Background: an optimization exercise with open tools, aiming at small area. Do not read the settings as production practice. Only simulation tests tie the RTL to the original design; equivalence was not proved. The flow treats the clock pin as an ideal source, which a real chip does not have. No activity file was given, so power comes from the tool's default toggle rates.

==> flow/design.v <==
module clock_divider(
    input clk,
    input reset,
    output clk_1Hz,
    output clk_2Hz,
    output clk_3Hz,
    output clk_10Hz,
    output st_zero,              
    output st_lag                
);
    reg [6:0] st;                
    reg [2:0] b;
    reg [2:0] a;
    reg t2, t1;
    reg [10:0] c3;               
    reg t3;
    wire st_end = ~st[0] & ~st[1] & st[2] & st[3] & st[4] & ~st[5];           
    assign st_zero = ~st[1] & ~st[2] & st[3] & st[4] & st[5] & ~st[6];        
    assign st_lag  = ~st[0] & ~st[2] & ~st[3] & st[4] & ~st[5];               
    wire c3_end = c3[0] & c3[1] & c3[2] & ~c3[3] & c3[4] & c3[5] & ~c3[6]
                  & c3[7] & c3[8] & c3[9];                                    
    wire b_end = b[2];
    wire a_end = a[2];
    wire a_step = st_end & b_end;
    wire t2_step = a_step & a_end;
    assign clk_10Hz = t2 ^ a[0];
    assign clk_2Hz = t2;
    assign clk_1Hz = t1;
    assign clk_3Hz = t3;
    always @(posedge clk or posedge reset) begin
        if (reset) begin
            st <= 7'b0111000; b <= 0; a <= 0; t2 <= 0; t1 <= 0;
            c3 <= 11'b11101101110; t3 <= 0;
        end else begin
            st <= {st[5:0], ~(st[6] ^ st[0]) ^ st_end};
            if (st_end) b <= b_end ? 3'd0 : b + 3'd1;
            if (a_step) a <= a_end ? 3'd0 : a + 3'd1;
            if (t2_step) begin
                t2 <= ~t2;
                if (t2) t1 <= ~t1;
            end
            c3 <= {c3[9:0], ~(c3[10] ^ c3[1]) ^ c3_end};
            if (c3_end) t3 <= ~t3;
        end
    end
endmodule
`timescale 1ns / 1ps
module keypad_controller(
    input clk_100MHz,
    input reset,
    input st_zero,
    input st_lag,
    input [3:0] row,
    output [3:0] col,
    output reg [3:0] dec_out
    );
    reg [1:0] ci;
    reg first;
    assign col = first ? 4'b1111 : ~(4'b1000 >> ci);
    always @(posedge clk_100MHz or posedge reset)
        if (reset) begin
            ci <= 2'd3;
            first <= 1'b1;
            dec_out <= 4'b1111;
        end else begin
            first <= 1'b0;
            if (st_zero) ci <= ci + 2'd1;
            if (st_lag)
                case ({ci, row})
                    6'b00_0111: dec_out <= 4'h1;
                    6'b00_1011: dec_out <= 4'h4;
                    6'b00_1101: dec_out <= 4'h7;
                    6'b00_1110: dec_out <= 4'h0;
                    6'b01_0111: dec_out <= 4'h2;
                    6'b01_1011: dec_out <= 4'h5;
                    6'b01_1101: dec_out <= 4'h8;
                    6'b01_1110: dec_out <= 4'hF;
                    6'b10_0111: dec_out <= 4'h3;
                    6'b10_1011: dec_out <= 4'h6;
                    6'b10_1101: dec_out <= 4'h9;
                    6'b10_1110: dec_out <= 4'hE;
                    6'b11_0111: dec_out <= 4'hA;
                    6'b11_1011: dec_out <= 4'hB;
                    6'b11_1101: dec_out <= 4'hC;
                    6'b11_1110: dec_out <= 4'hD;
                    default: ;
                endcase
        end
endmodule
module game_controller(
    input clk,
    input reset,
    input select,
    input [15:0] switches,
    input [3:0] keypad_value,
    input clk_1Hz,
    input clk_2Hz,
    input clk_3Hz,
    input clk_10Hz,
    output [15:0] leds,
    output [3:0] disp_code,          
    output [2:0] highest_round,
    output reg display_mode
);
    localparam S_INIT = 2'd0, S_SHOW = 2'd1, S_INPUT = 2'd2, S_OVER = 2'd3;
    reg [1:0] gs;
    reg [2:0] cr;
    reg wr;
    wire won = ~(cr == 3'd1) | wr;     
    reg [3:0] r0, r1, r2, r3, r4;
    reg k0, k4;
    reg [2:0] P;
    reg [3:0] D;
    reg ss, cmp;
    reg [15:0] ps;
    reg [31:0] rnd;
    reg pclk_prev;
    reg gol, la;
    reg sp, db;
    reg [7:0] scnt;
    reg pclk;
    always @(*) begin
        case (cr)
            3'd1, 3'd2: pclk = clk_1Hz;
            3'd3, 3'd4: pclk = clk_2Hz;
            3'd5, 3'd6: pclk = clk_3Hz;
            3'd7:       pclk = clk_10Hz;
            default:    pclk = clk_1Hz;
        endcase
    end
    wire edge_p = pclk & ~pclk_prev;
    reg [2:0] L;
    always @(*) begin
        case (cr)
            3'd0: L = 3'd1;
            3'd1: L = wr ? 3'd2 : 3'd1;
            3'd2: L = wr ? 3'd3 : 3'd2;
            3'd3: L = 3'd4;
            default: L = 3'd5;
        endcase
    end
    wire lt3 = ~cr[2] & ~(cr[1] & cr[0]);
    reg [3:0] rP;
    reg kP;
    always @(*) begin
        case (P)
            3'd0: begin rP = r0; kP = k0 & lt3; end
            3'd1: begin rP = r1; kP = ~lt3; end
            3'd2: begin rP = r2; kP = 1'b0; end
            3'd3: begin rP = r3; kP = 1'b1; end
            default: begin rP = r4; kP = k4 & (cr == 3'd4); end
        endcase
    end
    wire [15:0] onehot = 16'd1 << rP;
    wire Pvalid = (P < L);
    wire [2:0] Pn = P + 3'd1;
    wire says_done = D[0] & D[1];
    wire show_led = (gs == S_SHOW) & says_done & (P != 3'd7) & ~kP;
    assign leds = {16{la}} | (show_led ? onehot : 16'd0);
    wire [2:0] crm1 = cr - 3'd1;
    reg [3:0] gcode;
    always @(*) begin
        case (gs)
            S_INIT: gcode = {crm1 == 3'd0, crm1};
            S_SHOW:
                if (!says_done)
                    gcode = ss ? 4'd9 : {crm1 == 3'd0, crm1};
                else if (P == 3'd7)
                    gcode = 4'd8;
                else
                    gcode = kP ? 4'd0 : 4'd8;
            default: gcode = {cr == 3'd0, cr};
        endcase
    end
    assign disp_code = gcode;
    assign highest_round = cr + {2'b0, won};
    wire [31:0] S = rnd;
    wire f1 = S[31] ^ S[21] ^ S[1] ^ S[0];
    wire f2 = S[30] ^ S[20] ^ S[0] ^ f1;
    wire f3 = S[29] ^ S[19] ^ f1 ^ f2;
    wire f4 = S[28] ^ S[18] ^ f2 ^ f3;
    wire [2:0] n = cr + 3'd1;
    wire gen = (n == 3'd0) | (n == 3'd3) | n[2] & (n[1] | n[0]);
    reg [3:0] says_load;
    always @(*) begin
        case (S[3:0])
            4'd0, 4'd5, 4'd10, 4'd15: says_load = 4'd4;
            4'd1, 4'd6, 4'd11:        says_load = 4'd5;
            4'd2, 4'd7, 4'd12:        says_load = 4'd1;
            4'd3, 4'd8, 4'd13:        says_load = 4'd8;
            default:                  says_load = 4'd14;
        endcase
    end
    wire d_last = D[0] & D[3];
    wire [15:0] toggled = switches ^ ps;
    wire sw_diff = |toggled;
    wire sw_bad = |(toggled & ~onehot);
    wire sw_match = ~sw_bad;
    wire key_match = (keypad_value == rP);
    always @(posedge clk) pclk_prev <= pclk;
    always @(posedge clk or posedge reset)
        if (reset) gol <= 1'b0;
        else gol <= (gs == S_OVER) & clk_2Hz;
    wire sel_start = select & ~sp & ~db;
    wire sel_end = scnt[0] & ~scnt[1] & ~scnt[2] & ~scnt[3] & ~scnt[4] & ~scnt[5] & scnt[6];
    always @(posedge clk or posedge reset) begin
        if (reset) begin
            sp <= 0; db <= 0; display_mode <= 0;
        end else begin
            sp <= select;
            if (sel_start) db <= 1'b1;
            else if (db & sel_end) begin
                db <= 1'b0;
                if (select) display_mode <= ~display_mode;
            end
        end
    end
    always @(posedge clk)
        scnt <= db ? {scnt[6:0], ~(scnt[7] ^ scnt[2])} : 8'd0;
    always @(posedge clk or posedge reset) begin
        if (reset) begin
            rnd <= 32'hABCDEF01;
            gs <= S_INIT;
            cr <= 3'd1;
            wr <= 1'b0;
            r0 <= 4'd1;
            k0 <= 1'b0;
            la <= 1'b0;
        end else begin
            rnd <= {rnd[30:0], rnd[31] ^ rnd[27] ^ rnd[23] ^ rnd[19]};
            la <= gol;
            case (gs)
                S_INIT: gs <= S_SHOW;
                S_SHOW: if (says_done & edge_p & ~(Pn < L)) gs <= S_INPUT;
                S_INPUT:
                    if (!Pvalid) begin
                        gs <= S_INIT;
                        cr <= n;
                        if (n == 3'd0) wr <= 1'b1;
                        if (gen) r0 <= S[3:0];
                        if (n == 3'd0) k0 <= ~S[31];
                    end else if (!kP) begin
                        if (!cmp && sw_bad) gs <= S_OVER;
                    end else begin
                        if (!cmp && !key_match) gs <= S_OVER;
                    end
                default: ;
            endcase
        end
    end
    always @(posedge clk) begin
        case (gs)
            S_INIT: begin
                P <= 3'd7;
                D <= says_load;
                ss <= 1'b0;
            end
            S_SHOW:
                if (!says_done) begin
                    ss <= ~(edge_p & d_last);
                    if (edge_p) D <= {D[2:0], ~(D[3] ^ D[0])};
                end else if (edge_p) begin
                    if (Pn < L) P <= Pn;
                    else begin
                        P <= 3'd0;
                        ps <= switches;
                        cmp <= 1'b0;
                    end
                end
            S_INPUT:
                if (!Pvalid) begin
                    if (gen) begin
                        r1 <= {S[2:0], f1};
                        r2 <= {S[1:0], f1, f2};
                        r3 <= {S[0], f1, f2, f3};
                        r4 <= {f1, f2, f3, f4};
                    end
                    if (n == 3'd1 || (n == 3'd2 && !wr)) r1 <= S[3:0];
                    if (n == 3'd2 && wr) r2 <= S[3:0];
                    if (n == 3'd4) begin r4 <= S[3:0]; k4 <= S[31]; end
                end else if (!kP) begin
                    if (!cmp) begin
                        if (sw_diff) begin
                            ps <= switches;
                            if (sw_match) cmp <= 1'b1;
                        end
                    end else if (!sw_diff) begin
                        P <= Pn;
                        cmp <= 1'b0;
                    end
                end else begin
                    if (!cmp) begin
                        if (key_match) cmp <= 1'b1;
                    end else begin
                        P <= Pn;
                        cmp <= 1'b0;
                    end
                end
            default: ;
        endcase
    end
endmodule
module seven_segment_controller(
    input clk,
    input reset,
    input display_mode,
    input [3:0] disp_code,
    input [2:0] highest_round,
    output reg [6:0] seg,
    output reg [3:0] an
);
    localparam CHAR_BLANK = 7'b1111111;
    reg [6:0] refresh_counter;
    reg [1:0] digit_select;
    reg [3:0] code;
    wire rc_end = ~refresh_counter[0] & ~refresh_counter[1] & ~refresh_counter[2]
                  & ~refresh_counter[3] & ~refresh_counter[4];               
    always @(posedge clk or posedge reset) begin
        if (reset) begin
            refresh_counter <= 7'b1000001;
            digit_select <= 0;
            code <= 4'd8;
        end else begin
            refresh_counter <= {refresh_counter[5:0], ~(refresh_counter[6] ^ refresh_counter[2]) ^ rc_end};
            if (rc_end) digit_select <= digit_select + 2'd1;
            code <= display_mode ? {1'b0, highest_round} : disp_code;
        end
    end
    wire says = (code == 4'd9);
    reg [6:0] dig0;
    always @(*) begin
        case (code)
            4'd0: dig0 = 7'b1000000;
            4'd1: dig0 = 7'b1111001;
            4'd2: dig0 = 7'b0100100;
            4'd3: dig0 = 7'b0110000;
            4'd4: dig0 = 7'b0011001;
            4'd5: dig0 = 7'b0010010;
            4'd6: dig0 = 7'b0000010;
            4'd7: dig0 = 7'b1111000;
            4'd9: dig0 = 7'b0010010;    
            default: dig0 = CHAR_BLANK;
        endcase
    end
    always @(*) begin
        case (digit_select)
            2'b00: begin an = 4'b1110; seg = dig0; end
            2'b01: begin an = 4'b1101; seg = says ? 7'b0010001 : CHAR_BLANK; end   
            2'b10: begin an = 4'b1011; seg = says ? 7'b0001000 : CHAR_BLANK; end   
            2'b11: begin an = 4'b0111; seg = says ? 7'b0010010 : CHAR_BLANK; end   
        endcase
    end
endmodule
module simon_says_top(
    input clk,               
    input reset,             
    input select,            
    input [15:0] switches,   
    input [3:0] rows,        
    output [3:0] cols,       
    output [15:0] leds,      
    output [6:0] seg,        
    output [3:0] an          
);
    wire clk_1Hz, clk_2Hz, clk_3Hz, clk_10Hz;
    wire st_zero, st_lag;
    wire [3:0] w_dec;
    wire [3:0] disp_code;
    wire [2:0] highest_round;
    wire display_mode;
    clock_divider clock_div (
        .clk(clk),
        .reset(reset),
        .clk_1Hz(clk_1Hz),
        .clk_2Hz(clk_2Hz),
        .clk_3Hz(clk_3Hz),
        .clk_10Hz(clk_10Hz),
        .st_zero(st_zero),
        .st_lag(st_lag)
    );
    keypad_controller keypad_ctrl (
        .clk_100MHz(clk),
        .reset(reset),
        .st_zero(st_zero),
        .st_lag(st_lag),
        .row(rows),
        .col(cols),
        .dec_out(w_dec)
    );
    game_controller game_ctrl (
        .clk(clk),
        .reset(reset),
        .select(select),
        .switches(switches),
        .keypad_value(w_dec),
        .clk_1Hz(clk_1Hz),
        .clk_2Hz(clk_2Hz),
        .clk_3Hz(clk_3Hz),
        .clk_10Hz(clk_10Hz),
        .leds(leds),
        .disp_code(disp_code),
        .highest_round(highest_round),
        .display_mode(display_mode)
    );
    seven_segment_controller seg_ctrl (
        .clk(clk),
        .reset(reset),
        .display_mode(display_mode),
        .disp_code(disp_code),
        .highest_round(highest_round),
        .seg(seg),
        .an(an)
    );
endmodule
==> flow/flow/run.sh <==
#!/bin/bash
# Own layout flow: the standard layout (standard.sh) with three changes.
#  1. Synthesis runs with ORFS's adder extraction off (ADDER_MAP_FILE empty):
#     extract_fa turns XOR/AND pairs found anywhere (decoders included) into
#     half-adder cells that abc can no longer optimise.
#  2. After the standard synthesis the combinational cells of the netlist are
#     turned back into logic and mapped again by abc with a stronger area
#     script (&deepsyn, then amap).  Flip-flop instances are not touched: same
#     cells, same names, as the standard synthesis made them.
#  3. Ports are buffered with buf_1 and the clock tree is built from clkbuf_8
#     without dummy loads.
# Each tool writes its full output to a log file in this folder.
set -euo pipefail
WORK=$(pwd)
YOSYS=$FLOW_HOME/../tools/install/yosys/bin/yosys
LIB=$FLOW_HOME/platforms/sky130hd/lib/sky130_fd_sc_hd__tt_025C_1v80.lib
RES=$WORK/orfs/results/sky130hd/simon_says_top/base

sed 's|CLKGATE_MAP_FILE= |CLKGATE_MAP_FILE= ADDER_MAP_FILE= BUFFER_PORTS_ARGS="-buffer_cell sky130_fd_sc_hd__buf_1" CTS_ARGS="-sink_clustering_enable -repair_clock_nets -dont_use_dummy_load -buf_list sky130_fd_sc_hd__clkbuf_4 sky130_fd_sc_hd__clkbuf_8" |' standard.sh > standard_custom.sh
grep -q 'ADDER_MAP_FILE= ' standard_custom.sh

# 1. standard synthesis (adder extraction off)
bash standard_custom.sh synth > make_synth.log 2>&1

# 2. re-map the combinational logic
cp $RES/1_2_yosys.v $WORK/1_2_yosys_standard.v
python3 flow/comb_cells.py $LIB $WORK/comb_cells.v > comb_cells.log 2>&1
DONT_USE=$(cat flow/dont_use.txt)
cat > $WORK/reopt.ys <<EOS
read_liberty -lib $LIB
read_verilog $WORK/1_2_yosys_standard.v
hierarchy -top $FLOW_TOP
techmap -map $WORK/comb_cells.v
techmap
opt -purge
abc -liberty $LIB $DONT_USE -script $WORK/flow/reopt.abc
opt_clean -purge
hilomap -singleton -hicell sky130_fd_sc_hd__conb_1 HI -locell sky130_fd_sc_hd__conb_1 LO
insbuf -buf sky130_fd_sc_hd__buf_4 A X
splitnets
opt_clean -purge
check -assert -mapped
stat -liberty $LIB
write_verilog -noattr -nohex -nodec $WORK/1_2_yosys_reopt.v
EOS
$YOSYS -s $WORK/reopt.ys > reopt_yosys.log 2>&1
cp $WORK/1_2_yosys_reopt.v $RES/1_2_yosys.v
rm -f $RES/1_synth.odb

# 3. the rest of the layout
bash standard_custom.sh finish > make_finish.log 2>&1
==> flow/flow/comb_cells.py <==
# Writes a Verilog model (assign of its liberty function) for every
# combinational cell of a liberty file: python3 comb_cells.py LIB OUT.v
import re,sys
lib=open(sys.argv[1]).read()
# split cells
out=[]
for m in re.finditer(r'\n\s*cell\s*\(\s*"?([\w]+)"?\s*\)\s*\{',lib):
    name=m.group(1); start=m.end()
    # find matching brace
    depth=1;i=start
    while depth:
        c=lib[i]
        if c=='{':depth+=1
        elif c=='}':depth-=1
        i+=1
    body=lib[start:i]
    if re.search(r'\b(ff|latch|statetable)\s*\(',body): continue
    pins=[]
    for pm in re.finditer(r'\n\s*pin\s*\(\s*"?(\w+)"?\s*\)\s*\{',body):
        ps=pm.end(); d=1; j=ps
        while d:
            c=body[j]
            if c=='{':d+=1
            elif c=='}':d-=1
            j+=1
        pb=body[ps:j]
        dirm=re.search(r'direction\s*:\s*"?(\w+)"?',pb)
        fm=re.search(r'\bfunction\s*:\s*"([^"]*)"',pb)
        pins.append((pm.group(1),dirm.group(1) if dirm else None,fm.group(1) if fm else None))
    outs=[p for p in pins if p[1]=='output' and p[2]]
    ins=[p[0] for p in pins if p[1]=='input']
    if not outs or any(p[1]=='output' and not p[2] for p in pins) or any(p[1]=='inout' for p in pins): continue
    def conv(f):
        f=f.replace('!','~').replace('+','|')
        f=re.sub(r'\)\s*\(',')&(',f)
        f=re.sub(r'(\w)\s+(?=[\w(~])',r'\1&',f)
        f=re.sub(r'\)\s+(?=[\w(~])',')&',f)
        return f
    ports=ins+[p[0] for p in outs]
    s=f"module {name}({', '.join(ports)});\n"
    for p in ins: s+=f"  input {p};\n"
    for p in outs: s+=f"  output {p[0]};\n  assign {p[0]} = {conv(p[2])};\n"
    s+="endmodule\n"
    out.append(s)
open(sys.argv[2],'w').write(''.join(out))
==> flow/flow/dont_use.txt <==
-dont_use sky130_fd_sc_hd__lpflow_bleeder_1 -dont_use sky130_fd_sc_hd__lpflow_clkbufkapwr_1 -dont_use sky130_fd_sc_hd__lpflow_clkbufkapwr_16 -dont_use sky130_fd_sc_hd__lpflow_clkbufkapwr_2 -dont_use sky130_fd_sc_hd__lpflow_clkbufkapwr_4 -dont_use sky130_fd_sc_hd__lpflow_clkbufkapwr_8 -dont_use sky130_fd_sc_hd__lpflow_clkinvkapwr_1 -dont_use sky130_fd_sc_hd__lpflow_clkinvkapwr_16 -dont_use sky130_fd_sc_hd__lpflow_clkinvkapwr_2 -dont_use sky130_fd_sc_hd__lpflow_clkinvkapwr_4 -dont_use sky130_fd_sc_hd__lpflow_clkinvkapwr_8 -dont_use sky130_fd_sc_hd__lpflow_decapkapwr_12 -dont_use sky130_fd_sc_hd__lpflow_decapkapwr_3 -dont_use sky130_fd_sc_hd__lpflow_decapkapwr_4 -dont_use sky130_fd_sc_hd__lpflow_decapkapwr_6 -dont_use sky130_fd_sc_hd__lpflow_decapkapwr_8 -dont_use sky130_fd_sc_hd__lpflow_inputiso0n_1 -dont_use sky130_fd_sc_hd__lpflow_inputiso0p_1 -dont_use sky130_fd_sc_hd__lpflow_inputiso1n_1 -dont_use sky130_fd_sc_hd__lpflow_inputiso1p_1 -dont_use sky130_fd_sc_hd__lpflow_inputisolatch_1 -dont_use sky130_fd_sc_hd__lpflow_isobufsrc_1 -dont_use sky130_fd_sc_hd__lpflow_isobufsrc_16 -dont_use sky130_fd_sc_hd__lpflow_isobufsrc_2 -dont_use sky130_fd_sc_hd__lpflow_isobufsrc_4 -dont_use sky130_fd_sc_hd__lpflow_isobufsrc_8 -dont_use sky130_fd_sc_hd__lpflow_isobufsrckapwr_16 -dont_use sky130_fd_sc_hd__lpflow_lsbuf_lh_hl_isowell_tap_1 -dont_use sky130_fd_sc_hd__lpflow_lsbuf_lh_hl_isowell_tap_2 -dont_use sky130_fd_sc_hd__lpflow_lsbuf_lh_hl_isowell_tap_4 -dont_use sky130_fd_sc_hd__lpflow_lsbuf_lh_isowell_4 -dont_use sky130_fd_sc_hd__lpflow_lsbuf_lh_isowell_tap_1 -dont_use sky130_fd_sc_hd__lpflow_lsbuf_lh_isowell_tap_2 -dont_use sky130_fd_sc_hd__lpflow_lsbuf_lh_isowell_tap_4 -dont_use sky130_fd_sc_hd__probe_p_8 -dont_use sky130_fd_sc_hd__probec_p_8 
==> flow/flow/reopt.abc <==
strash; &get -n; &deepsyn -T 30; &put; dch -f; amap; topo
==> flow/standard.sh <==
#!/bin/bash
# synth_recipe.tcl (not shown) runs the flow's synth.tcl, then flattens the netlist and writes it again
# the make line also repeats each setting of config.mk as NAME=value (left out here)
make -C /OpenROAD-flow-scripts/flow DESIGN_CONFIG=/design/flow/config.mk WORK_HOME=/design/flow/orfs CLKGATE_MAP_FILE= SYNTH_SCRIPT=/design/flow/synth_recipe.tcl "${@:-finish}"
==> flow/config.mk <==
export PLATFORM = sky130hd
export DESIGN_NAME = simon_says_top
export DESIGN_NICKNAME = simon_says_top
export VERILOG_FILES = /design/flow/design.v
export SDC_FILE = /design/flow/constraint.sdc
export NUM_CORES = 4
export LEC_CHECK = 0
export ABC_AREA = 1
export CAP_MARGIN = 20
export CORE_MARGIN = 2
export CORE_UTILIZATION = 40
export PLACE_DENSITY = 0.6
export SLEW_MARGIN = 20
==> flow/constraint.sdc <==
create_clock -name core_clock -period 10.0 [get_ports {clk}]
set_input_delay 2.0000 -clock core_clock [delete_from_list [all_inputs] [get_ports {clk}]]
set_output_delay 2.0000 -clock core_clock [all_outputs]
set_load 0.01 [all_outputs]
==> qor.yml, run 1 <==
placed_design:
  gp_congestion: 0.9046
  hpwl_mm: 9.071
  pre_cts_slack_ns: 5.221
  numPortBuffers: 53
synthesis:
  synth_area_per_cell_um2: 10.03
  ys_warn_count: 4
  synth_area_um2: 6068
  synth_nets: 628
  syn-instance-count: 605
floorplanning:
  ioPinCount: 54
  start_util: 0.4037
  die_width_um: 127.2
  rows: 45
  die_y_um: 127.2
run_status:
  haltStage: "4_1_cts"
  error_line: "[ERROR STA-0564] clock_tree_synthesis positional arguments not supported."
  status: "did not finish"
==> worst max-delay path by stage <==
stage / from / to / slack, ns / cells after the start
after detailed placement: game_ctrl.gs[0] / leds[8] / 5.22 / 8
after global placement: game_ctrl.gs[0] / leds[12] / 5.38 / 8
after floorplan: game_ctrl.P[0] / leds[10] / 5.72 / 9
==> power groups by stage <==
stage               combinational [W]  sequential, W  clock (W)
detailed placement          0.0000659       0.000662          0
global placement            0.0000636       0.000661          0
floorplan                   0.0000463       0.000658          0
==> stage by stage <==
step	cells	hold slack, ns	cell area [um2]
global placement	848	0.3385	6519
detailed placement	848	0.3376	6519
floorplan	605	0.3312	6068
==> inputs of run 2 (changes only) <==
--- a/flow/flow/run.sh
+++ b/flow/flow/run.sh
@@ -17,5 +17,5 @@
 RES=$WORK/orfs/results/sky130hd/simon_says_top/base
 
-sed 's|CLKGATE_MAP_FILE= |CLKGATE_MAP_FILE= ADDER_MAP_FILE= BUFFER_PORTS_ARGS="-buffer_cell sky130_fd_sc_hd__buf_1" CTS_ARGS="-sink_clustering_enable -repair_clock_nets -dont_use_dummy_load -buf_list sky130_fd_sc_hd__clkbuf_4 sky130_fd_sc_hd__clkbuf_8" |' standard.sh > standard_custom.sh
+sed 's|CLKGATE_MAP_FILE= |CLKGATE_MAP_FILE= ADDER_MAP_FILE= BUFFER_PORTS_ARGS="-buffer_cell sky130_fd_sc_hd__buf_1" CTS_ARGS="-sink_clustering_enable -repair_clock_nets -dont_use_dummy_load -buf_list sky130_fd_sc_hd__clkbuf_8" |' standard.sh > standard_custom.sh
 grep -q 'ADDER_MAP_FILE= ' standard_custom.sh
 
==> qor.yml, run 2 <==
run_status:
  status: "timing/DRC/antenna clean"
floorplanning:
  die_width_um: 127.2
  die-area_um2: 16170
  core-area_um2: 15030
  start_util: 0.4037
  ioPinCount: 54
  rows: 45
  die_y_um: 127.2
cells_and_area:
  antennaDiodeCount: 0
  syn_to_final_growth_pct: 11.28
  final_net_count: 702
  largest_reg_flops: 32
  final_cell_mix: "nor2_1, clkinv_1, a21oi_1, dfrtp_1, buf_1"
  drive_gt1_frac: 0.09010
  reg_top3: "game_ctrl.rnd: 32 flops, game_ctrl.ps: 16 flops, clock_div.c3: 11 flops"
  final_common_cell: "nor2_1"
  fill_cells: 1421
  top_register: "game_ctrl.rnd"
power:
  p_per_area_nw_per_um2: 154.8
  leakage_nw: 2.468
  peakVddDrop_mv: 0.06818
  total_power_w: 0.001045
synthesis:
  synth_area_um2: 6068
  synth_area_per_cell_um2: 10.03
  synth_nets: 628
  syn-instance-count: 605
  ys_warn_count: 4
placed_design:
  hpwl_mm: 9.071
  gp_congestion: 0.9046
  numPortBuffers: 53
  pre_cts_slack_ns: 5.221
timing:
  rsz0062_at_grt: "false"
  finalCritPeriodShare: 0.5205
  period_minus_slack_ns: 5.205
  drv_slew: 0
  relSlewSlack: 0.3816
  worst_pin_slew_ns: 0.9205
  worst_clock_skew_ns: 0.03159
  hold_violations: 0
  layout_setup_ws_ns: 4.795
  final.setup.tns_ns: 0
  setup_viol: 0
  holdWs_ns: 0.3534
  fmax_mhz: 192.1
worst_setup_path:
  cp-end-kind: "output pin"
  worstSetupStartpointType: "register"
  cpPeakStageDelay_ns: 0.79
  cp_cell_sequence: "clkinv_1, nor2_1, clkinv_1, nor3_1, nand3_1, or3_1, o21ai_0, buf_1"
  required_ns: 8.00
  arrival_ns: 3.21
  worstSetupPathType: "reg -> out"
  worstPathMaxFanout: 9
  r2r_slack_ns: 6.72
  critPathMostFrequentCell: "clkinv_1"
  slowest_stage: "nor3_1"
clocking:
  clock-sinks: 146
  clk-insertion-delay-late_ns: 0.44
  hold_buffers: 0
  cts_buffers: 17
  post_cts_buffers: 0
  cts-resized-gates: 0
  clock-root-buffer: "clkbuf_8"
  path_clk_slew_ns: 0.08
  cts_tree: "yes"
  htree_num_levels: 4
  cts.path.max_buffers: 2
global_route:
  grt_pass1_wl_mm: 20.87
  grt.overflow.total: 0
  antenna_found_initial: 0
  grt_pass1_vias: 4409
  grt_util_all_layers: 0.1630
  grt_max_degree: 52
drt:
  drc: 0
  drt_iter0_drc: 313
  antenna_left: 0
  wl_mm: 12.22
  drtPass1Iterations: 6
  via_per_inst: 5.203
  vias: 4501
  post_drt_wl_per_cell_um: 14.13
run:
  max-cap-violations: 0
min_path:
  min_path_type: "reg -> reg"
## run 2: through the flow
| step | instances | cell area [um2] | util |
|---|---|---|---|
| 2_1_floorplan | 605 | 6068 | - |
| 3_3_place_gp | 848 | 6519 | 0.4336 |
| 3_5_place_dp | 848 | 6519 | 0.4336 |
| 4_1_cts | 865 | 6753 | 0.4492 |
| 5_1_grt | 865 | 6753 | 0.4492 |
| 6_report | 865 | 6753 | 0.4492 |
## run 2: power breakdown
part / leakage (nW) / internal, W / switching [W]
combinational: 0.812 / 0.0000231 / 0.0000413
sequential: 1.53 / 0.000638 / 0.0000122
clock: 0.122 / 0.000149 / 0.000181
## run 2: final timing paths
| kind | startpoint | to | cells past startpoint |
|---|---|---|---|
| worst min-delay path | game_ctrl.rnd[8] | game_ctrl.rnd[9] | 0 |
| worst max register to register | game_ctrl.cr[0] | game_ctrl.ps[11] | 14 |
| max in group asynchronous | reset | game_ctrl.la | 3 |
| min in group asynchronous | reset | clock_div.c3[7] | 2 |
| worst max-delay path | game_ctrl.gs[0] | leds[12] | 8 |
| worst min register to register | game_ctrl.rnd[8] | game_ctrl.rnd[9] | 0 |
## run 2: per-layer routing
metal,global-route usage,share of wire,up-vias
li1,-,-,2260
met1,0.2191,0.47,2108
met2,0.2546,0.47,116
met3,0.04104,0.044,17
met4,0.06658,0.017,0
met5,0,0,-
## run 2: area by class of cell
type                    instances  area, um2  share of cell area
multi-input cells             384       1917              0.2839
well taps                     188      235.2             0.03483
inverters                      75      282.8             0.04188
repair buffers                 55      214.0             0.03168
flip-flops and latches        146       3870              0.5731
clock buffers                  17      234.0             0.03465
## run 2: critical path: cells and delay by family (launching register included)
| kind | cells | cell delay [ns] |
|---|---|---|
| AOI/OAI and AO/OA | 1 | 0.20 |
| buffers and inverters | 3 | 0.51 |
| DFF | 1 | 0.43 |
| and+or+nand+nor | 4 | 1.65 |
==> inputs of run 3 (changes only) <==
--- a/flow/design.v
+++ b/flow/design.v
@@ -110,7 +110,9 @@
     reg [3:0] r0, r1, r2, r3, r4;
     reg k0, k4;
-    reg [2:0] P;
-    reg [3:0] D;
-    reg ss, cmp;
+    reg [3:0] Q;
+    reg sd, ss;
+    wire [3:0] D = Q;
+    wire [2:0] P = Q[2:0];
+    wire cmp = Q[3];
     reg [15:0] ps;
     reg [31:0] rnd;
@@ -155,5 +157,5 @@
     wire Pvalid = (P < L);
     wire [2:0] Pn = P + 3'd1;
-    wire says_done = D[0] & D[1];
+    wire says_done = sd;
     wire show_led = (gs == S_SHOW) & says_done & (P != 3'd7) & ~kP;
     assign leds = {16{la}} | (show_led ? onehot : 16'd0);
@@ -252,6 +254,6 @@
         case (gs)
             S_INIT: begin
-                P <= 3'd7;
-                D <= says_load;
+                Q <= says_load;
+                sd <= 1'b0;
                 ss <= 1'b0;
             end
@@ -259,11 +261,16 @@
                 if (!says_done) begin
                     ss <= ~(edge_p & d_last);
-                    if (edge_p) D <= {D[2:0], ~(D[3] ^ D[0])};
+                    if (edge_p) begin
+                        if (d_last) begin
+                            sd <= 1'b1;
+                            Q <= 4'b0111;
+                        end else
+                            Q <= {D[2:0], ~(D[3] ^ D[0])};
+                    end
                 end else if (edge_p) begin
-                    if (Pn < L) P <= Pn;
+                    if (Pn < L) Q[2:0] <= Pn;
                     else begin
-                        P <= 3'd0;
+                        Q <= 4'b0000;
                         ps <= switches;
-                        cmp <= 1'b0;
                     end
                 end
@@ -283,16 +290,14 @@
                         if (sw_diff) begin
                             ps <= switches;
-                            if (sw_match) cmp <= 1'b1;
+                            if (sw_match) Q[3] <= 1'b1;
                         end
                     end else if (!sw_diff) begin
-                        P <= Pn;
-                        cmp <= 1'b0;
+                        Q <= {1'b0, Pn};
                     end
                 end else begin
                     if (!cmp) begin
-                        if (key_match) cmp <= 1'b1;
+                        if (key_match) Q[3] <= 1'b1;
                     end else begin
-                        P <= Pn;
-                        cmp <= 1'b0;
+                        Q <= {1'b0, Pn};
                     end
                 end
--- a/flow/flow/run.sh
+++ b/flow/flow/run.sh
@@ -6,5 +6,6 @@
 #  2. After the standard synthesis the combinational cells of the netlist are
 #     turned back into logic and mapped again by abc with a stronger area
-#     script (&deepsyn, then amap).  Flip-flop instances are not touched: same
+#     script (&deepsyn, then amap), four times with different seeds; the
+#     smallest result is kept.  Flip-flop instances are not touched: same
 #     cells, same names, as the standard synthesis made them.
 #  3. Ports are buffered with buf_1 and the clock tree is built from clkbuf_8
@@ -27,5 +28,7 @@
 python3 flow/comb_cells.py $LIB $WORK/comb_cells.v > comb_cells.log 2>&1
 DONT_USE=$(cat flow/dont_use.txt)
-cat > $WORK/reopt.ys <<EOS
+for SEED in 1 2 3 4; do
+sed "s/@SEED@/$SEED/" flow/reopt.abc > $WORK/reopt_$SEED.abc
+cat > $WORK/reopt_$SEED.ys <<EOS
 read_liberty -lib $LIB
 read_verilog $WORK/1_2_yosys_standard.v
@@ -34,5 +37,5 @@
 techmap
 opt -purge
-abc -liberty $LIB $DONT_USE -script $WORK/flow/reopt.abc
+abc -liberty $LIB $DONT_USE -script $WORK/reopt_$SEED.abc
 opt_clean -purge
 hilomap -singleton -hicell sky130_fd_sc_hd__conb_1 HI -locell sky130_fd_sc_hd__conb_1 LO
@@ -41,8 +44,19 @@
 opt_clean -purge
 check -assert -mapped
-stat -liberty $LIB
-write_verilog -noattr -nohex -nodec $WORK/1_2_yosys_reopt.v
+tee -o $WORK/reopt_$SEED.stat stat -liberty $LIB
+write_verilog -noattr -nohex -nodec $WORK/1_2_yosys_reopt_$SEED.v
 EOS
-$YOSYS -s $WORK/reopt.ys > reopt_yosys.log 2>&1
+$YOSYS -s $WORK/reopt_$SEED.ys > reopt_yosys_$SEED.log 2>&1 &
+done
+wait
+# keep the smallest of the four abc runs (they differ only in &deepsyn's seed)
+BEST=$(for SEED in 1 2 3 4; do
+  if [[ -s $WORK/1_2_yosys_reopt_$SEED.v ]]; then
+    echo "$(sed -n "s/.*Chip area for module .*: //p" $WORK/reopt_$SEED.stat) $SEED"
+  fi
+done | sort -g | head -1 | cut -d' ' -f2)
+echo "best seed $BEST" > reopt_choice.log
+cat $WORK/reopt_*.stat | grep "Chip area" >> reopt_choice.log
+cp $WORK/1_2_yosys_reopt_$BEST.v $WORK/1_2_yosys_reopt.v
 cp $WORK/1_2_yosys_reopt.v $RES/1_2_yosys.v
 rm -f $RES/1_synth.odb
==> flow/flow/reopt.abc (replaced) <==
strash; &get -n; &deepsyn -T 40 -S @SEED@; &put; dch -f; amap; topo
==> qor.yml, run 3 <==
run_status:
  status: "timing/DRC/antenna clean"
clocking:
  cts_buffers: 17
  cts-resized-gates: 0
  hold_buffers: 0
  clock-sinks: 143
  cts.path.max_buffers: 2
  path_clk_slew_ns: 0.08
  cts_tree: "yes"
  post_cts_buffers: 0
  htree_num_levels: 4
  clk-insertion-delay-late_ns: 0.44
  clock-root-buffer: "clkbuf_8"
drt:
  antenna_left: 0
  drtPass1Iterations: 5
  via_per_inst: 5.305
  drc: 0
  vias: 4562
  post_drt_wl_per_cell_um: 15.01
  wl_mm: 12.91
  drt_iter0_drc: 309
cells_and_area:
  reg_top3: "game_ctrl.rnd: 32 flops, game_ctrl.ps: 16 flops, clock_div.c3: 11 flops"
  design_area_um2: 6660
  top_register: "game_ctrl.rnd"
  final_cell_mix: "nor2_1, clkinv_1, a21oi_1, dfrtp_1, buf_1"
  drive_gt1_frac: 0.08876
  antennaDiodeCount: 0
  largest_reg_flops: 32
  final_net_count: 701
  syn_to_final_growth_pct: 11.22
  final_common_cell: "nor2_1"
worst_setup_path:
  rr_startpoint: "game_ctrl.gs[1]"
  r2r-end: "game_ctrl.r3[3]"
  cpPeakStageDelay_ns: 0.55
  worstSetupPathType: "reg -> out"
  critPathMostFrequentCell: "clkinv_1"
  ff2ff_path_depth: 8
  worstSetupStartpoint: "game_ctrl.cr[0]"
  critPathCapture: "leds[7]"
  worstPathMaxFanout: 8
  cp_cell_sequence: "clkinv_1, nor2_1, clkinv_1, nand4_1, a31oi_1, clkinv_1, nand4_1, o21ai_0, buf_1"
  required_ns: 8.00
  arrival_ns: 2.88
  slowest_stage: "dfstp_2"
  cp-end-kind: "output pin"
  r2r_slack_ns: 6.82
  worstSetupStartpointType: "register"
floorplanning:
  ioPinCount: 54
  die-area_um2: 15970
  core-area_um2: 14590
  die_width_um: 126.4
  rows: 44
  start_util: 0.4105
  die_y_um: 126.4
min_path:
  whs_path_depth: 0
  min_path_type: "reg -> reg"
timing:
  worst_pin_slew_ns: 0.9337
  finalCritPeriodShare: 0.4885
  drv_slew: 0
  final.setup.tns_ns: 0
  worst_clock_skew_ns: 0.03019
  setup_viol: 0
  hold_violations: 0
  period_minus_slack_ns: 4.885
  relSlewSlack: 0.3776
  fmax_mhz: 204.7
  rsz0062_at_grt: "false"
placed_design:
  gp_congestion: 0.9542
  dpl_cell_area_um2: 6426
  hpwl_mm: 9.618
  numPortBuffers: 53
synthesis:
  synth_area_um2: 5988
  syn-instance-count: 605
  synth_nets: 628
  ys_warn_count: 4
  synth_area_per_cell_um2: 9.898
global_route:
  grt_pass1_vias: 4351
  grt_pass1_wl_mm: 21.58
  grt.overflow.total: 0
  antenna_found_initial: 0
  grt_max_degree: 78
  grt_util_all_layers: 0.1713
power:
  peakVddDrop_mv: 0.1108
  p_per_area_nw_per_um2: 143.2
  leakage_nw: 2.488
run:
  max-cap-violations: 0
-- run 3: power breakdown --
group | switching [W] | internal [W] | total (W)
sequential | 0.00000181 | 0.000603 | 0.000605
combinational | 0.0000158 | 0.00000684 | 0.0000226
clock | 0.000177 | 0.000149 | 0.000326
total | 0.000195 | 0.000759 | 0.000954
-- run 3: how the worst min path moves through the flow --
stage,from,end,slack [ns]
3_5_place_dp,seg_ctrl.refresh_counter[5],seg_ctrl.refresh_counter[6],0.34
6_report,game_ctrl.rnd[4],game_ctrl.rnd[5],0.35
3_3_place_gp,game_ctrl.rnd[26],game_ctrl.rnd[27],0.33
4_1_cts,game_ctrl.rnd[15],game_ctrl.rnd[16],0.35
2_1_floorplan,game_ctrl.gol,game_ctrl.la,0.33
5_1_grt,game_ctrl.rnd[12],game_ctrl.rnd[13],0.36
-- run 3: area by class of cell --
type	count	area [um2]
clock buffer	17	234.0
timing repair buffer	54	206.4
tap	184	230.2
fill	1403	7929
inverter	70	264.0
sequential	143	3780
multi-input combinational	392	1946
-- run 3: metrics by stage --
step	setup WS, ns	std cells	hold slack (ns)	utilization	power, W
after floorplan	6.182	605	0.3312	-	0.0006282
after global placement	5.653	843	0.3344	0.4405	0.0006382
after detailed placement	5.633	843	0.3399	0.4405	0.0006387
after CTS	5.132	860	0.3512	0.4565	0.0009698
after global routing	4.852	860	0.3563	0.4565	0.0009961
final	5.115	860	0.3486	0.4565	0.0009535
-- run 3: layer usage --
metal,vias to the layer above,global-route usage,part of all wire
li1,2256,-,-
met3,12,0.04260,0.053
met2,130,0.2680,0.47
met4,0,0.05882,0.010
met5,-,0,0
met1,2164,0.2343,0.47
-- run 3: worst max-delay path: cells and delay by family, from the launching register on --
family                 cells  cell delay [ns]
flip-flops                 1             0.55
AND/OR/NAND/NOR            3             0.77
AO/OA/AOI/OAI              2             0.35
buffers and inverters      4             0.78
==> inputs of run 4 (changes only) <==
--- a/flow/flow/run.sh
+++ b/flow/flow/run.sh
@@ -9,6 +9,7 @@
 #     smallest result is kept.  Flip-flop instances are not touched: same
 #     cells, same names, as the standard synthesis made them.
-#  3. Ports are buffered with buf_1 and the clock tree is built from clkbuf_8
-#     without dummy loads.
+#  3. Ports are buffered with buf_1 and the clock tree is built from clkbuf_4
+#     without dummy loads; clock buffers whose loads would see a slow edge
+#     are then upsized to clkbuf_8 (flow/resize_clk.tcl).
 # Each tool writes its full output to a log file in this folder.
 set -euo pipefail
@@ -18,5 +19,7 @@
 RES=$WORK/orfs/results/sky130hd/simon_says_top/base
 
-sed 's|CLKGATE_MAP_FILE= |CLKGATE_MAP_FILE= ADDER_MAP_FILE= BUFFER_PORTS_ARGS="-buffer_cell sky130_fd_sc_hd__buf_1" CTS_ARGS="-sink_clustering_enable -repair_clock_nets -dont_use_dummy_load -buf_list sky130_fd_sc_hd__clkbuf_8" |' standard.sh > standard_custom.sh
+sed 's|CLKGATE_MAP_FILE= |CLKGATE_MAP_FILE= ADDER_MAP_FILE= BUFFER_PORTS_ARGS="-buffer_cell sky130_fd_sc_hd__buf_1" CTS_ARGS="-sink_clustering_enable -repair_clock_nets -dont_use_dummy_load -buf_list sky130_fd_sc_hd__clkbuf_4" |' standard.sh > standard_custom.sh
+sed -i "s|CLKGATE_MAP_FILE= |CLKGATE_MAP_FILE= POST_CTS_TCL=$WORK/flow/resize_clk.tcl |" standard_custom.sh
+grep -q 'POST_CTS_TCL=' standard_custom.sh
 grep -q 'ADDER_MAP_FILE= ' standard_custom.sh
 
==> flow/flow/resize_clk.tcl (new file) <==
# Clock tree leaf sizing: the tree is built from clkbuf_4; every clock buffer
# whose worst load pin slew (placement estimate) is over the limit below is
# replaced by clkbuf_8, then placement is legalised again.
set clk_slew_limit 0.105
estimate_parasitics -placement
set upsized 0
foreach inst [get_cells *] {
  if {[get_property $inst ref_name] ne "sky130_fd_sc_hd__clkbuf_4"} { continue }
  set out [get_pins -of_objects $inst -filter "direction == output"]
  set worst 0
  foreach p [get_pins -of_objects [get_nets -of_objects $out] -filter "direction == input"] {
    set s [get_property $p slew_max]
    if {$s > $worst} { set worst $s }
  }
  if {$worst > $clk_slew_limit} {
    replace_cell $inst [get_lib_cells */sky130_fd_sc_hd__clkbuf_8]
    incr upsized
  }
}
puts "clock buffers upsized to clkbuf_8: $upsized"
if {$upsized > 0} {
  detailed_placement
  check_placement -verbose
}
--- a/flow/config.mk
+++ b/flow/config.mk
@@ -9,5 +9,5 @@
 export CAP_MARGIN = 20
 export CORE_MARGIN = 2
-export CORE_UTILIZATION = 40
-export PLACE_DENSITY = 0.6
+export CORE_UTILIZATION = 60
+export PLACE_DENSITY = 0.75
 export SLEW_MARGIN = 20
==> qor.yml, run 4 <==
run_status:
  status: "timing/DRC/antenna clean"
drt:
  wl_mm: 11.94
  drtPass1Iterations: 8
  vias: 4609
  post_drt_wl_per_cell_um: 14.76
  antenna_left: 0
  drc: 0
  drt_iter0_drc: 364
  via_per_inst: 5.697
global_route:
  grt_util_all_layers: 0.2286
  grt_pass1_vias: 4215
  grt.overflow.total: 0
  grt_max_degree: 55
  antenna_found_initial: 0
  grt_pass1_wl_mm: 19.58
worst_setup_path:
  critPathTopFamily: "buffers and inverters"
  r2r-end: "game_ctrl.r3[1]"
  worstSetupStartpointType: "register"
  cp_cell_sequence: "clkinv_1, nor2_1, clkinv_1, nand4_1, a31oi_1, clkinv_1, nand4_1, o21ai_0, buf_1"
  critPathCapture: "leds[12]"
  worstSetupStartpoint: "game_ctrl.cr[0]"
  crit_cells: 9
  r2r_slack_ns: 6.86
  arrival_ns: 2.76
  critPathMostFrequentCell: "clkinv_1"
  cpPeakStageDelay_ns: 0.56
  slowest_stage: "dfstp_2"
  cp-end-kind: "output pin"
  worstSetupPathType: "reg -> out"
  crit_buf_inv: 4
  ff2ff_path_depth: 8
  required_ns: 8.00
  rr_startpoint: "game_ctrl.gs[1]"
  worstPathMaxFanout: 8
timing:
  period_minus_slack_ns: 4.759
  setup_viol: 0
  finalCritPeriodShare: 0.4759
  rsz0062_at_grt: "false"
  drv_slew: 0
  worst_pin_slew_ns: 0.7131
  fmax_mhz: 210.1
  relSlewSlack: 0.5241
  holdWs_ns: 0.3488
  worst_clock_skew_ns: 0.03719
  layout_setup_ws_ns: 5.241
  final.setup.tns_ns: 0
  hold_violations: 0
cells_and_area:
  syn_to_final_growth_pct: 8.797
  final_common_cell: "nor2_1"
  largest_reg_flops: 32
  drive_gt1_frac: 0.08876
  top_register: "game_ctrl.rnd"
  antennaDiodeCount: 0
  final_cell_mix: "nor2_1, clkinv_1, a21oi_1, dfrtp_1, buf_1"
  multi_input_area_um2: 1946
  final_net_count: 701
  fill_cells: 770
  seqCellArea_um2: 3780
  reg_top3: "game_ctrl.rnd: 32 flops, game_ctrl.ps: 16 flops, clock_div.c3: 11 flops"
floorplanning:
  start_util: 0.6155
  ioPinCount: 54
  die_y_um: 103.9
  die_width_um: 103.9
  die-area_um2: 10800
  core-area_um2: 9729
  rows: 36
clocking:
  clock-sinks: 143
  clk-insertion-delay-late_ns: 0.42
  cts_tree: "yes"
  path_clk_slew_ns: 0.09
synthesis:
  ys_warn_count: 4
  synth_nets: 628
  syn-instance-count: 605
  synth_area_um2: 5988
  synth_area_per_cell_um2: 9.898
power:
  p_per_area_nw_per_um2: 136.0
  peakVddDrop_mv: 0.1213
  leakage_nw: 2.454
  total_power_w: 0.0008861
run:
  max-cap-violations: 0
placed_design:
  numPortBuffers: 53
  hpwl_mm: 8.932
  pre_cts_slack_ns: 5.749
  gp_congestion: 0.9551
min_path:
  min_path_type: "reg -> reg"
[run 4: layer usage]
metal | vias up | global-route usage | wire [um] | part of all wire
met2 | 156 | 0.3717 | 5812 | 0.49
met1 | 2159 | 0.3007 | 5264 | 0.44
met4 | 0 | 0.07046 | 189 | 0.016
met5 | - | 0 | 0 | 0
met3 | 21 | 0.06579 | 671 | 0.056
li1 | 2273 | - | - | -
[run 4: area by class of cell]
class	count	area share
Sequential cell	143	0.5802
Multi-Input combinational cell	392	0.2986
Inverter	70	0.04052
Timing Repair Buffer	54	0.03169
Tap cell	133	0.02554
Clock buffer	17	0.02343
[run 4: power by group]
| group | total (W) | switching [W] | internal [W] | leakage, nW |
|---|---|---|---|---|
| sequential | 0.000603 | 0.00000141 | 0.000602 | 1.53 |
| clock | 0.000260 | 0.000164 | 0.0000960 | 0.0886 |
| combinational | 0.0000224 | 0.0000155 | 0.00000685 | 0.838 |
| total | 0.000886 | 0.000181 | 0.000705 | 2.45 |
[run 4: how the worst min path moves through the flow]
| stage | from | endpoint | cells past startpoint |
|---|---|---|---|
| 2_1_floorplan | game_ctrl.gol | game_ctrl.la | 0 |
| 3_5_place_dp | game_ctrl.rnd[17] | game_ctrl.rnd[18] | 0 |
| 5_1_grt | game_ctrl.rnd[8] | game_ctrl.rnd[9] | 0 |
| 3_3_place_gp | seg_ctrl.refresh_counter[5] | seg_ctrl.refresh_counter[6] | 0 |
| 6_report | game_ctrl.rnd[8] | game_ctrl.rnd[9] | 0 |
[run 4: through the flow]
stage | cell area, um2 | utilization | instances
floorplan | 5988 | - | 605
global placement | 6362 | 0.6539 | 792
detailed placement | 6362 | 0.6539 | 792
global route | 6515 | 0.6696 | 809
finish | 6515 | 0.6696 | 809
==> inputs of run 5 (changes only) <==
--- a/flow/config.mk
+++ b/flow/config.mk
@@ -9,5 +9,5 @@
 export CAP_MARGIN = 20
 export CORE_MARGIN = 2
-export CORE_UTILIZATION = 60
-export PLACE_DENSITY = 0.75
+export CORE_UTILIZATION = 75
+export PLACE_DENSITY = 0.9
 export SLEW_MARGIN = 20
==> qor.yml, run 5 <==
run_status:
  status: "timing/DRC/antenna clean"
drt:
  dr_wl_met2_mm: 7.045
  post_drt_wl_per_cell_um: 17.84
  drtPass1Iterations: 8
  drt_iter0_drc: 532
  wl_mm: 13.88
  via_per_inst: 6.357
  vias: 4946
  highest_layer: "met4"
  drc: 0
  wl_met1_mm: 5.264
  wl_met3_mm: 1.092
  antenna_left: 0
power:
  peakVddDrop_mv: 0.1509
  p_per_area_nw_per_um2: 138.2
  clockPowerShare: 0.301
  switching_share: 0.2083
  p_seq_frac: 0.674
  p_int_w: 0.0007092
  switching_power_w: 0.0001866
  comb_power_share: 0.025
  leakage_nw: 2.457
cells_and_area:
  largest_reg_flops: 32
  syn_to_final_growth_pct: 8.253
  reg_top3: "game_ctrl.rnd: 32 flops, game_ctrl.ps: 16 flops, clock_div.c3: 11 flops"
  final_common_cell: "nor2_1"
  final_cell_mix: "nor2_1, clkinv_1, a21oi_1, dfrtp_1, buf_1"
  final_cell_count_no_fill: 778
  antennaDiodeCount: 0
  final_net_count: 701
  utilization: 0.8389
  top_register: "game_ctrl.rnd"
  drive_gt1_frac: 0.08876
min_path:
  min_path_type: "reg -> reg"
  whs_path_depth: 0
clocking:
  path_clk_slew_ns: 0.10
  clk-insertion-delay-late_ns: 0.43
  clock-sinks: 143
  cts_tree: "yes"
worst_setup_path:
  cp_cell_sequence: "clkinv_1, nor2_1, clkinv_1, nor2_1, nor4_1, o22ai_1, clkinv_1, nand4_1, o21ai_0, buf_1"
  cpPeakStageDelay_ns: 0.48
  ff2ff_path_depth: 8
  critPathMostFrequentCell: "clkinv_1"
  cp-end-kind: "output pin"
  worstSetupStartpointType: "register"
  arrival_ns: 2.81
  worstPathMaxFanout: 6
  r2r_slack_ns: 6.80
  worstSetupPathType: "reg -> out"
  slowest_stage: "o22ai_1"
  required_ns: 8.00
global_route:
  grt_pass1_wl_mm: 22.05
  antenna_found_initial: 0
  grt.overflow.total: 0
  grt_pass1_vias: 4739
  grt_max_degree: 65
  grt_util_all_layers: 0.3361
placed_design:
  hpwl_mm: 9.680
  numPortBuffers: 53
  placed_cells: 761
  gp_congestion: 1.015
timing:
  hold_violations: 0
  final.setup.tns_ns: 0
  fmax_mhz: 208.1
  drv_slew: 0
  setup_viol: 0
  period_minus_slack_ns: 4.805
  rsz0062_at_grt: "false"
  worst_clock_skew_ns: 0.03584
  relSlewSlack: 0.5045
  worst_pin_slew_ns: 0.7432
  finalCritPeriodShare: 0.4805
  holdWs_ns: 0.3220
floorplanning:
  die-area_um2: 8715
  die_y_um: 93.36
  rows: 32
  ioPinCount: 54
  start_util: 0.7749
  die_width_um: 93.36
  core-area_um2: 7727
synthesis:
  syn-instance-count: 605
  synth_area_per_cell_um2: 9.898
  ys_warn_count: 4
  synth_area_um2: 5988
  synth_nets: 628
run:
  max-cap-violations: 0
[run 5: cell count changes in the layout (fill, tap and decap cells not counted)]
cell,before,now
clkbuf_4,13,12
clkbuf_8,4,5
[run 5: stage by stage]
step                      power (W)  instance area, um2  setup WS (ns)
after floorplan           0.0006282                5988          6.182
after global placement    0.0006364                6324          5.844
after detailed placement  0.0006380                6324          5.701
after global routing      0.0009250                6482          4.969
final                     0.0008958                6482          5.195
[run 5: final timing paths]
kind                            startpoint                           to
max                         game_ctrl.Q[0]                     leds[13]
min                          game_ctrl.gol                 game_ctrl.la
max reg2reg                game_ctrl.gs[1]              game_ctrl.r3[2]
min reg2reg                  game_ctrl.gol                 game_ctrl.la
max in group asynchronous            reset  seg_ctrl.refresh_counter[3]
min in group asynchronous            reset                 game_ctrl.sp
[run 5: per-layer routing]
metal / global-route usage / vias to the layer above
met5: 0 / -
met2: 0.5809 / 286
met4: 0.1409 / 0
met3: 0.08300 / 70
met1: 0.4041 / 2333
li1: - / 2257
[run 5: critical path, delay by kind of cell (launching register included)]
| family | cells | cell delay (ns) |
|---|---|---|
| compound gates | 2 | 0.58 |
| buf+inv | 4 | 0.75 |
| flops | 1 | 0.45 |
| simple gates | 4 | 0.64 |
[run 5: area by class of cell]
class                   count  area (um2)
fillers                   444        1245
multi-input cells         392        1946
repair buffers             54       206.4
well taps                 102       127.6
flip-flops and latches    143        3780
clock buffers              17       158.9
inverters                  70       264.0
[run 5: power by group through the flow]
stage | logic (W) | clock network (W) | registers [W]
global placement | 0.0000216 | 0 | 0.000615
detailed placement | 0.0000230 | 0 | 0.000615
finish | 0.0000228 | 0.000269 | 0.000604
floorplan | 0.0000136 | 0 | 0.000615
global route | 0.0000263 | 0.000295 | 0.000604
==> inputs of run 6 (changes only) <==
--- a/flow/config.mk
+++ b/flow/config.mk
@@ -9,5 +9,5 @@
 export CAP_MARGIN = 20
 export CORE_MARGIN = 2
-export CORE_UTILIZATION = 75
-export PLACE_DENSITY = 0.9
+export CORE_UTILIZATION = 40
+export PLACE_DENSITY = 0.6
 export SLEW_MARGIN = 20
==> qor.yml, run 6 <==
cells_and_area:
  antennaDiodeCount: 0
  syn_to_final_growth_pct: 10.18
  final_net_count: 701
  top_register: "game_ctrl.rnd"
  utilization: 0.4522
  largest_reg_flops: 32
  final_common_cell: "nor2_1"
  final_cell_mix: "nor2_1, clkinv_1, a21oi_1, dfrtp_1, buf_1"
  drive_gt1_frac: 0.08876
  reg_top3: "game_ctrl.rnd: 32 flops, game_ctrl.ps: 16 flops, clock_div.c3: 11 flops"
clocking:
  cts_tree: "yes"
  clk-insertion-delay-late_ns: 0.43
  path_clk_slew_ns: 0.10
  clock-sinks: 143
drt:
  wl_mm: 12.90
  vias: 4528
  drc: 0
  via_per_inst: 5.265
  drtPass1Iterations: 5
  antenna_left: 0
  post_drt_wl_per_cell_um: 15.00
  drt_iter0_drc: 288
floorplanning:
  core-area_um2: 14590
  die_width_um: 126.4
  start_util: 0.4105
  die_y_um: 126.4
  rows: 44
  ioPinCount: 54
  die-area_um2: 15970
timing:
  final.setup.tns_ns: 0
  worst_clock_skew_ns: 0.03409
  holdWs_ns: 0.3455
  relSlewSlack: 0.3774
  rsz0062_at_grt: "false"
  fmax_mhz: 204.1
  worst_pin_slew_ns: 0.9340
  period_minus_slack_ns: 4.899
  setup_viol: 0
  hold_violations: 0
  finalCritPeriodShare: 0.4899
  drv_slew: 0
placed_design:
  hpwl_mm: 9.618
  gp_congestion: 0.9542
  numPortBuffers: 53
worst_setup_path:
  worstSetupStartpointType: "register"
  slowest_stage: "dfstp_2"
  critPathMostFrequentCell: "clkinv_1"
  required_ns: 8.00
  crit_buf_inv: 4
  critPathTopFamily: "buffers and inverters"
  worstPathMaxFanout: 8
  cp-end-kind: "output pin"
  arrival_ns: 2.90
  cp_cell_sequence: "clkinv_1, nor2_1, clkinv_1, nand4_1, a31oi_1, clkinv_1, nand4_1, o21ai_0, buf_1"
  worstSetupPathType: "reg -> out"
  cpPeakStageDelay_ns: 0.56
global_route:
  antenna_found_initial: 0
  grt.overflow.total: 0
  grt_max_degree: 78
  grt_util_all_layers: 0.1701
  grt_pass1_wl_mm: 21.56
  grt_pass1_vias: 4372
synthesis:
  synth_area_per_cell_um2: 9.898
  synth_area_um2: 5988
  ys_warn_count: 4
  syn-instance-count: 605
  synth_nets: 628
power:
  p_per_area_nw_per_um2: 137.3
  peakVddDrop_mv: 0.1120
  leakage_nw: 2.462
run:
  max-cap-violations: 0
run_status:
  status: "timing/DRC/antenna clean"
min_path:
  min_path_type: "reg -> reg"
run 6: cell types whose count changed in the layout (fill, tap and decap cells not counted):
cell / previous run / this run
clkbuf_4: 12 / 10
clkbuf_8: 5 / 7
run 6: worst paths after layout:
check / startpoint / endpoint / slack (ns) / depth (start not counted)
hold / removal: clock_div.st[2] / clock_div.st[3] / 0.35 / 0
hold reg to reg: clock_div.st[2] / clock_div.st[3] / 0.35 / 0
setup reg to reg: game_ctrl.cr[0] / game_ctrl.ps[14] / 6.79 / 9
max in group asynchronous: reset / clock_div.st[1] / 7.28 / 3
min in group asynchronous: reset / clock_div.c3[0] / 1.49 / 2
setup / recovery: game_ctrl.cr[0] / leds[7] / 5.10 / 9
run 6: through the flow:
step	total power [W]	std cells	area [um2]	worst slack, ns
5_1_grt	0.0009471	860	6598	4.842
3_3_place_gp	0.0006382	843	6426	5.653
3_5_place_dp	0.0006387	843	6426	5.633
2_1_floorplan	0.0006282	605	5988	6.182
6_report	0.0009061	860	6598	5.101
run 6: where the power goes:
| group | internal (W) | switching [W] | total (W) |
|---|---|---|---|
| clock network | 0.000108 | 0.000171 | 0.000280 |
| logic | 0.00000684 | 0.0000158 | 0.0000226 |
| registers | 0.000602 | 0.00000178 | 0.000604 |
run 6: worst reg2reg max path: stages, from the launching register on:
cell	delay, ns
dfstp_2	0.56
clkinv_1	0.17
nor2_1	0.44
clkinv_1	0.28
nand4_1	0.17
a31oi_1	0.13
clkinv_1	0.16
nand2_1	0.13
nor3_1	0.16
o21a_1	0.63
run 6: layout make-up:
class	instances	area, um2
tap	184	230.2
fill	1406	7991
clock buffer	17	171.4
multi-input combinational	392	1946
sequential	143	3780
inverter	70	264.0
timing repair buffer	54	206.4
run 6: layer usage:
metal / track usage / wire length, um
met2: 0.2677 / 6017
met5: 0 / 0
met3: 0.04091 / 630
met4: 0.05559 / 172
met1: 0.2334 / 6081
==> inputs of run 7 (changes only) <==
--- a/flow/design.v
+++ b/flow/design.v
@@ -104,5 +104,8 @@
 );
     localparam S_INIT = 2'd0, S_SHOW = 2'd1, S_INPUT = 2'd2, S_OVER = 2'd3;
-    reg [1:0] gs;
+    localparam P_INIT = 3'b000, P_SHOW1 = 3'b001, P_SAYS = 3'b011, P_STEPS = 3'b010,
+               P_INPUT = 3'b100, P_OVER = 3'b101;
+    reg [2:0] ph;
+    wire [1:0] gs = ph[2] ? (ph[0] ? S_OVER : S_INPUT) : ((ph[1] | ph[0]) ? S_SHOW : S_INIT);
     reg [2:0] cr;
     reg wr;
@@ -111,5 +114,6 @@
     reg k0, k4;
     reg [3:0] Q;
-    reg sd, ss;
+    wire sd = (ph == P_STEPS);
+    wire ss = (ph == P_SAYS);
     wire [3:0] D = Q;
     wire [2:0] P = Q[2:0];
@@ -223,5 +227,5 @@
         if (reset) begin
             rnd <= 32'hABCDEF01;
-            gs <= S_INIT;
+            ph <= P_INIT;
             cr <= 3'd1;
             wr <= 1'b0;
@@ -233,9 +237,13 @@
             la <= gol;
             case (gs)
-                S_INIT: gs <= S_SHOW;
-                S_SHOW: if (says_done & edge_p & ~(Pn < L)) gs <= S_INPUT;
+                S_INIT: ph <= P_SHOW1;
+                S_SHOW:
+                    if (!says_done) begin
+                        if (edge_p & d_last) ph <= P_STEPS;
+                        else ph <= P_SAYS;
+                    end else if (edge_p & ~(Pn < L)) ph <= P_INPUT;
                 S_INPUT:
                     if (!Pvalid) begin
-                        gs <= S_INIT;
+                        ph <= P_INIT;
                         cr <= n;
                         if (n == 3'd0) wr <= 1'b1;
@@ -243,7 +251,7 @@
                         if (n == 3'd0) k0 <= ~S[31];
                     end else if (!kP) begin
-                        if (!cmp && sw_bad) gs <= S_OVER;
+                        if (!cmp && sw_bad) ph <= P_OVER;
                     end else begin
-                        if (!cmp && !key_match) gs <= S_OVER;
+                        if (!cmp && !key_match) ph <= P_OVER;
                     end
                 default: ;
@@ -255,13 +263,9 @@
             S_INIT: begin
                 Q <= says_load;
-                sd <= 1'b0;
-                ss <= 1'b0;
             end
             S_SHOW:
                 if (!says_done) begin
-                    ss <= ~(edge_p & d_last);
                     if (edge_p) begin
                         if (d_last) begin
-                            sd <= 1'b1;
                             Q <= 4'b0111;
                         end else
--- a/flow/config.mk
+++ b/flow/config.mk
@@ -9,5 +9,5 @@
 export CAP_MARGIN = 20
 export CORE_MARGIN = 2
-export CORE_UTILIZATION = 40
-export PLACE_DENSITY = 0.6
+export CORE_UTILIZATION = 60
+export PLACE_DENSITY = 0.75
 export SLEW_MARGIN = 20
==> qor.yml, run 7 <==
run_status:
  status: "timing/DRC/antenna clean"
floorplanning:
  die-area_um2: 10740
  die_width_um: 103.7
  start_util: 0.6152
  ioPinCount: 54
  core-area_um2: 9684
  die_y_um: 103.7
  rows: 36
clocking:
  cts_tree: "yes"
  clock-sinks: 142
  clk-insertion-delay-late_ns: 0.41
  path_clk_slew_ns: 0.09
min_path:
  whs_path_depth: 0
  min_path_type: "reg -> reg"
  min_from: "game_ctrl.rnd[12]"
  min_to: "game_ctrl.rnd[13]"
worst_setup_path:
  rr_startpoint: "game_ctrl.cr[2]"
  worstSetupStartpointType: "register"
  cpPeakStageDelay_ns: 0.49
  worstPathMaxFanout: 8
  r2r-end: "game_ctrl.r3[1]"
  ff2ff_path_depth: 9
  required_ns: 8.00
  slowest_stage: "edfxtp_1"
  arrival_ns: 3.14
  r2r_slack_ns: 6.60
  cp-end-kind: "output pin"
  cp_cell_sequence: "clkinv_1, nor2_1, clkinv_1, nor2_1, nor4_1, o22ai_1, clkinv_1, or3_1, o21ai_0, buf_1"
  critPathMostFrequentCell: "clkinv_1"
  critPathTopFamily: "simple AND/OR/NAND/NOR gates"
  crit_buf_inv: 4
  worstSetupPathType: "reg -> out"
synthesis:
  ys_warn_count: 4
  synth_area_per_cell_um2: 9.865
  syn-instance-count: 604
  synth_nets: 627
  synth_area_um2: 5958
timing:
  fmax_mhz: 194.7
  rsz0062_at_grt: "false"
  hold_violations: 0
  setup_viol: 0
  worst_clock_skew_ns: 0.02889
  period_minus_slack_ns: 5.136
  finalCritPeriodShare: 0.5136
  worst_pin_slew_ns: 0.8675
  drv_slew: 0
  relSlewSlack: 0.4217
  final.setup.tns_ns: 0
global_route:
  antenna_found_initial: 0
  grt_pass1_vias: 4436
  grt.overflow.total: 0
  grt_util_all_layers: 0.2462
  grt_max_degree: 74
  grt_pass1_wl_mm: 20.93
power:
  leakage_nw: 2.427
  peakVddDrop_mv: 0.1423
  p_per_area_nw_per_um2: 149.6
drt:
  wl_mm: 12.52
  drtPass1Iterations: 5
  post_drt_wl_per_cell_um: 15.47
  antenna_left: 0
  drt_iter0_drc: 395
  vias: 4615
  via_per_inst: 5.705
  drc: 0
cells_and_area:
  syn_to_final_growth_pct: 9.303
  drive_gt1_frac: 0.09172
  utilization: 0.6725
  final_cell_mix: "nor2_1, clkinv_1, a21oi_1, dfrtp_1, buf_1"
  final_net_count: 701
  top_register: "game_ctrl.rnd"
  reg_top3: "game_ctrl.rnd: 32 flops, game_ctrl.ps: 16 flops, clock_div.c3: 11 flops"
  final_common_cell: "nor2_1"
  largest_reg_flops: 32
  antennaDiodeCount: 0
placed_design:
  hpwl_mm: 9.455
  numPortBuffers: 53
  gp_congestion: 0.9705
run:
  max-cap-violations: 0
-- run 7: cell type report --
cell class | instances | area (um2)
Clock buffer | 17 | 165.2
Fill cell | 797 | 3172
Inverter | 76 | 286.5
Multi-Input combinational cell | 386 | 1936
Sequential cell | 142 | 3745
Tap cell | 133 | 166.4
Timing Repair Buffer | 55 | 214.0
-- run 7: worst register-to-register path: cells and delay by family (launching register included) --
kind | cells | cell delay, ns
simple gates | 5 | 1.44
compound gates | 2 | 0.64
flops | 1 | 0.54
buf+inv | 2 | 0.41
-- run 7: power breakdown --
part	internal [W]	switching [W]	leakage, nW
registers	0.000621	0.0000121	1.53
clock network	0.000104	0.000165	0.0937
logic	0.0000253	0.0000465	0.808
total	0.000750	0.000224	2.43
-- run 7: layer usage --
| metal | vias up | track usage | part of all wire |
|---|---|---|---|
| met5 | - | 0 | 0 |
| met4 | 0 | 0.08494 | 0.020 |
| met2 | 138 | 0.3936 | 0.48 |
| met1 | 2186 | 0.3306 | 0.45 |
| met3 | 19 | 0.06482 | 0.051 |
| li1 | 2272 | - | - |
-- run 7: how the worst max path moves through the flow --
stage / startpoint / end / slack, ns / cells after the start
floorplan: game_ctrl.Q[0] / leds[0] / 5.77 / 9
global placement: game_ctrl.cr[0] / leds[15] / 5.50 / 9
detailed placement: game_ctrl.Q[0] / leds[4] / 5.34 / 10
global route: game_ctrl.Q[0] / leds[0] / 4.58 / 10
finish: game_ctrl.Q[0] / leds[12] / 4.86 / 10
-- run 7: stage by stage --
step	std cells	hold slack [ns]	total power, W	area (um2)	worst slack, ns
after global placement	792	0.3335	0.0007124	6347	5.499
after detailed placement	792	0.3367	0.0007161	6347	5.341
final	809	0.3420	0.0009740	6513	4.864
after global routing	809	0.3438	0.001021	6513	4.575
after floorplan	604	0.3312	0.0006917	5958	5.768

-- afterwards: timing with drivers on the ports --
The results above use ideal ports. As a check the final layouts listed here were re-extracted and re-timed, cells and wires unchanged.
Step 1: set_driving_cell puts a clkbuf_16 on clk and a buf_2 on each other input, an assumption about the parent block.
Step 2 also shifts input and output timing later by t, the mid clock arrival at the registers, as if the neighbouring blocks saw the same clock.
Slacks: ideal / step 1 / step 2; pairs: ideal / step 1.
run	t, ns	slack for setup (ns)	latest minus earliest clock arrival (ns)
run 2	0.466	4.795 / 4.756 / 5.222	0.035 / 0.035
run 3	0.462	5.115 / 5.082 / 5.544	0.034 / 0.034
run 4	0.429	5.241 / 5.210 / 5.640	0.037 / 0.037
run 5	0.442	5.195 / 5.160 / 5.602	0.036 / 0.036
run 6	0.450	5.101 / 5.067 / 5.517	0.034 / 0.035
run 7	0.426	4.864 / 4.828 / 5.254	0.037 / 0.036
After both steps every run listed still meets setup and hold.
